Source: an optimization exercise on an open RTL-to-GDS flow (aim: small area and a short achievable clock period). Production flows keep margins and buffers that such runs may drop. Function was checked by simulation only, so behaviour that the tests miss may differ from the original.

v6:
==> module geq_t, before the edit <==
module geq_t (a, b, k, cin, co);
input [7:0] a, b;
input [4:0] k;
input cin;
output co;
wire [7:0] s, c;
assign s[0] = a[0] ^ b[0] ^ k[0];
assign c[0] = (a[0] & b[0]) | (a[0] & k[0]) | (b[0] & k[0]);
assign s[1] = a[1] ^ b[1] ^ k[1];
assign c[1] = (a[1] & b[1]) | (a[1] & k[1]) | (b[1] & k[1]);
assign s[2] = a[2] ^ b[2] ^ k[2];
assign c[2] = (a[2] & b[2]) | (a[2] & k[2]) | (b[2] & k[2]);
assign s[3] = a[3] ^ b[3] ^ k[3];
assign c[3] = (a[3] & b[3]) | (a[3] & k[3]) | (b[3] & k[3]);
assign s[4] = a[4] ^ b[4] ^ k[4];
assign c[4] = (a[4] & b[4]) | (a[4] & k[4]) | (b[4] & k[4]);
assign s[5] = a[5] ^ b[5];
assign c[5] = a[5] & b[5];
assign s[6] = a[6] ^ b[6];
assign c[6] = a[6] & b[6];
assign s[7] = a[7] ^ b[7];
assign c[7] = a[7] & b[7];
wire [7:0] y = {c[6:0], cin};
wire [7:0] g0 = s & y;
wire [7:0] p0 = s | y;
wire gg1 = g0[1] | (p0[1] & g0[0]);
wire pp1 = p0[1] & p0[0];
wire gg2 = g0[3] | (p0[3] & g0[2]);
wire pp2 = p0[3] & p0[2];
wire gg3 = g0[5] | (p0[5] & g0[4]);
wire pp3 = p0[5] & p0[4];
wire gg4 = g0[7] | (p0[7] & g0[6]);
wire pp4 = p0[7] & p0[6];
wire gg5 = gg2 | (pp2 & gg1);
wire pp5 = pp2 & pp1;
wire gg6 = gg4 | (pp4 & gg3);
wire pp6 = pp4 & pp3;
wire gg7 = gg6 | (pp6 & gg5);
wire pp7 = pp6 & pp5;
assign co = c[7] | gg7;
endmodule
==> module geq_n, before the edit <==
module geq_n (a, b, k, cin, co);
input [7:0] a, b;
input [5:0] k;
input cin;
output co;
wire [7:0] s, c;
assign s[0] = a[0] ^ b[0] ^ k[0];
assign c[0] = (a[0] & b[0]) | (a[0] & k[0]) | (b[0] & k[0]);
assign s[1] = a[1] ^ b[1] ^ k[1];
assign c[1] = (a[1] & b[1]) | (a[1] & k[1]) | (b[1] & k[1]);
assign s[2] = a[2] ^ b[2] ^ k[2];
assign c[2] = (a[2] & b[2]) | (a[2] & k[2]) | (b[2] & k[2]);
assign s[3] = a[3] ^ b[3] ^ k[3];
assign c[3] = (a[3] & b[3]) | (a[3] & k[3]) | (b[3] & k[3]);
assign s[4] = a[4] ^ b[4] ^ k[4];
assign c[4] = (a[4] & b[4]) | (a[4] & k[4]) | (b[4] & k[4]);
assign s[5] = a[5] ^ b[5] ^ k[5];
assign c[5] = (a[5] & b[5]) | (a[5] & k[5]) | (b[5] & k[5]);
assign s[6] = a[6] ^ b[6];
assign c[6] = a[6] & b[6];
assign s[7] = a[7] ^ b[7];
assign c[7] = a[7] & b[7];
wire [7:0] y = {c[6:0], cin};
wire [7:0] g0 = s & y;
wire [7:0] p0 = s | y;
wire gg1 = g0[1] | (p0[1] & g0[0]);
wire pp1 = p0[1] & p0[0];
wire gg2 = g0[3] | (p0[3] & g0[2]);
wire pp2 = p0[3] & p0[2];
wire gg3 = g0[5] | (p0[5] & g0[4]);
wire pp3 = p0[5] & p0[4];
wire gg4 = g0[7] | (p0[7] & g0[6]);
wire pp4 = p0[7] & p0[6];
wire gg5 = gg2 | (pp2 & gg1);
wire pp5 = pp2 & pp1;
wire gg6 = gg4 | (pp4 & gg3);
wire pp6 = pp4 & pp3;
wire gg7 = gg6 | (pp6 & gg5);
wire pp7 = pp6 & pp5;
assign co = c[7] | gg7;
endmodule
==> module geq_z, before the edit <==
module geq_z (a, b, cin, co);
input [7:0] a, b;
input cin;
output co;
wire [7:0] s, c;
assign s[0] = a[0] ^ b[0];
assign c[0] = a[0] & b[0];
assign s[1] = a[1] ^ b[1];
assign c[1] = a[1] & b[1];
assign s[2] = a[2] ^ b[2];
assign c[2] = a[2] & b[2];
assign s[3] = a[3] ^ b[3];
assign c[3] = a[3] & b[3];
assign s[4] = a[4] ^ b[4];
assign c[4] = a[4] & b[4];
assign s[5] = ~(a[5] ^ b[5]);
assign c[5] = a[5] | b[5];
assign s[6] = a[6] ^ b[6];
assign c[6] = a[6] & b[6];
assign s[7] = a[7] ^ b[7];
assign c[7] = a[7] & b[7];
wire [7:0] y = {c[6:0], cin};
wire [7:0] g0 = s & y;
wire [7:0] p0 = s | y;
wire gg1 = g0[1] | (p0[1] & g0[0]);
wire pp1 = p0[1] & p0[0];
wire gg2 = g0[3] | (p0[3] & g0[2]);
wire pp2 = p0[3] & p0[2];
wire gg3 = g0[5] | (p0[5] & g0[4]);
wire pp3 = p0[5] & p0[4];
wire gg4 = g0[7] | (p0[7] & g0[6]);
wire pp4 = p0[7] & p0[6];
wire gg5 = gg2 | (pp2 & gg1);
wire pp5 = pp2 & pp1;
wire gg6 = gg4 | (pp4 & gg3);
wire pp6 = pp4 & pp3;
wire gg7 = gg6 | (pp6 & gg5);
wire pp7 = pp6 & pp5;
assign co = c[7] | gg7;
endmodule
==> flow/config.mk <==
export PLATFORM = sky130hd
export DESIGN_NAME = pbit_lattice
export DESIGN_NICKNAME = pbit_lattice
export VERILOG_FILES = /design/flow/design.v
export SDC_FILE = /design/flow/constraint.sdc
export NUM_CORES = 4
export LEC_CHECK = 0
export CAP_MARGIN = 20
export CORE_MARGIN = 2
export CORE_UTILIZATION = 55
export CTS_CLUSTER_DIAMETER = 80
export CTS_CLUSTER_SIZE = 24
export SLEW_MARGIN = 20
export SYNTH_HIERARCHICAL = 1
export SYNTH_MINIMUM_KEEP_SIZE = 0
export TNS_END_PERCENT = 10
==> flow/constraint.sdc <==
create_clock -name core_clock -period 10.0 [get_ports {clk}]
set_input_delay 2.0000 -clock core_clock [delete_from_list [all_inputs] [get_ports {clk}]]
set_output_delay 2.0000 -clock core_clock [all_outputs]
set_load 0.01 [all_outputs]
standard.sh (not shown) runs the stock make flow with config.mk's settings and CLKGATE_MAP_FILE= SYNTH_SCRIPT=/design/flow/synth_recipe.tcl, a recipe that flattens the netlist after the stock synthesis.
==> flow/flow/run.sh <==
#!/bin/bash
# The standard layout (the standard.sh, unchanged synthesis and steps),
# with timing repair aimed at a 4 ns period: setup slack margin 6 ns against
# the design's 10 ns clock. All of make's output goes to standard.log.
set -euo pipefail
bash standard.sh SETUP_SLACK_MARGIN=6 finish > standard.log 2>&1
In summary, v6 completed successfully, with a layout that passed the timing, design-rule and antenna checks.
The following lists how v7 was set up differently from v6:
--- a/flow/design.v
+++ b/flow/design.v
@@ -499,9 +499,9 @@
 assign s[6] = a[6] ^ b[6];
 assign c[6] = a[6] & b[6];
 assign s[7] = a[7] ^ b[7];
 assign c[7] = a[7] & b[7];
-wire [7:0] y = {c[6:0], cin};
+wire [7:0] y = {c[6:0], 1'b0};
 wire [7:0] g0 = s & y;
 wire [7:0] p0 = s | y;
 wire gg1 = g0[1] | (p0[1] & g0[0]);
 wire pp1 = p0[1] & p0[0];
@@ -516,9 +516,9 @@
 wire gg6 = gg4 | (pp4 & gg3);
 wire pp6 = pp4 & pp3;
 wire gg7 = gg6 | (pp6 & gg5);
 wire pp7 = pp6 & pp5;
-assign co = c[7] | gg7;
+assign co = c[7] | gg7 | (pp7 & cin);
 endmodule
 module geq_n (a, b, k, cin, co);
 input [7:0] a, b;
 input [5:0] k;
@@ -540,9 +540,9 @@
 assign s[6] = a[6] ^ b[6];
 assign c[6] = a[6] & b[6];
 assign s[7] = a[7] ^ b[7];
 assign c[7] = a[7] & b[7];
-wire [7:0] y = {c[6:0], cin};
+wire [7:0] y = {c[6:0], 1'b0};
 wire [7:0] g0 = s & y;
 wire [7:0] p0 = s | y;
 wire gg1 = g0[1] | (p0[1] & g0[0]);
 wire pp1 = p0[1] & p0[0];
@@ -557,9 +557,9 @@
 wire gg6 = gg4 | (pp4 & gg3);
 wire pp6 = pp4 & pp3;
 wire gg7 = gg6 | (pp6 & gg5);
 wire pp7 = pp6 & pp5;
-assign co = c[7] | gg7;
+assign co = c[7] | gg7 | (pp7 & cin);
 endmodule
 module geq_z (a, b, cin, co);
 input [7:0] a, b;
 input cin;
@@ -580,9 +580,9 @@
 assign s[6] = a[6] ^ b[6];
 assign c[6] = a[6] & b[6];
 assign s[7] = a[7] ^ b[7];
 assign c[7] = a[7] & b[7];
-wire [7:0] y = {c[6:0], cin};
+wire [7:0] y = {c[6:0], 1'b0};
 wire [7:0] g0 = s & y;
 wire [7:0] p0 = s | y;
 wire gg1 = g0[1] | (p0[1] & g0[0]);
 wire pp1 = p0[1] & p0[0];
@@ -597,9 +597,9 @@
 wire gg6 = gg4 | (pp4 & gg3);
 wire pp6 = pp4 & pp3;
 wire gg7 = gg6 | (pp6 & gg5);
 wire pp7 = pp6 & pp5;
-assign co = c[7] | gg7;
+assign co = c[7] | gg7 | (pp7 & cin);
 endmodule
 `timescale 1ns / 1ps
 import PSL_pkg :: *;
 module pbit_lattice (
--- outcome ---
Top routing layer in use = met4: v7; top routing layer in use = met5: v6. Reported for v7 and v6, remaining antenna violation count after routing turned out identical to the last digit. [compare] base=v6 new=v7: number of detailed-routing iterations run before antenna repair grew by 1; complex-gate fraction of the synthesized area grew by 0.50 points; die footprint grew by 0.81%. Going from v6 to v7, design area level; wire length per cell moved down; synthesized cell count moved up.

separate check: timing with driven ports:
The flow's constraints put no driver on any port. The routed layouts listed below were extracted and timed again, unchanged, in two steps. Step 1, drivers: a clkbuf_16 drives clk and a buf_2 each remaining input, both assumed. Step 2 times the ports against the registers' clock, not the clock port: input delays grow and output delays shrink by t, the midpoint of the rising clock arrivals with the driver on. Slacks: ideal ports / drivers / drivers and shift; pairs: ideal ports / drivers.
| run | t (ns) | slack for setup (ns) | hold WS [ns] | slew at the worst register clock pin (ns) | cell pins on the clock port's net |
|---|---|---|---|---|---|
| v6 | 0.797 | 5.504 / 5.504 / 4.986 | 0.381 / 0.381 / 0.381 | 0.10 / 0.10 | 1 |
| v7 | 0.798 | 5.401 / 5.401 / 4.965 | 0.381 / 0.381 / 0.381 | 0.10 / 0.10 | 1 |
After both steps every run listed still meets setup and hold. For v6, which loses most, drivers alone change the setup slack by 0.000 ns; drivers and shift together by -0.518 ns.
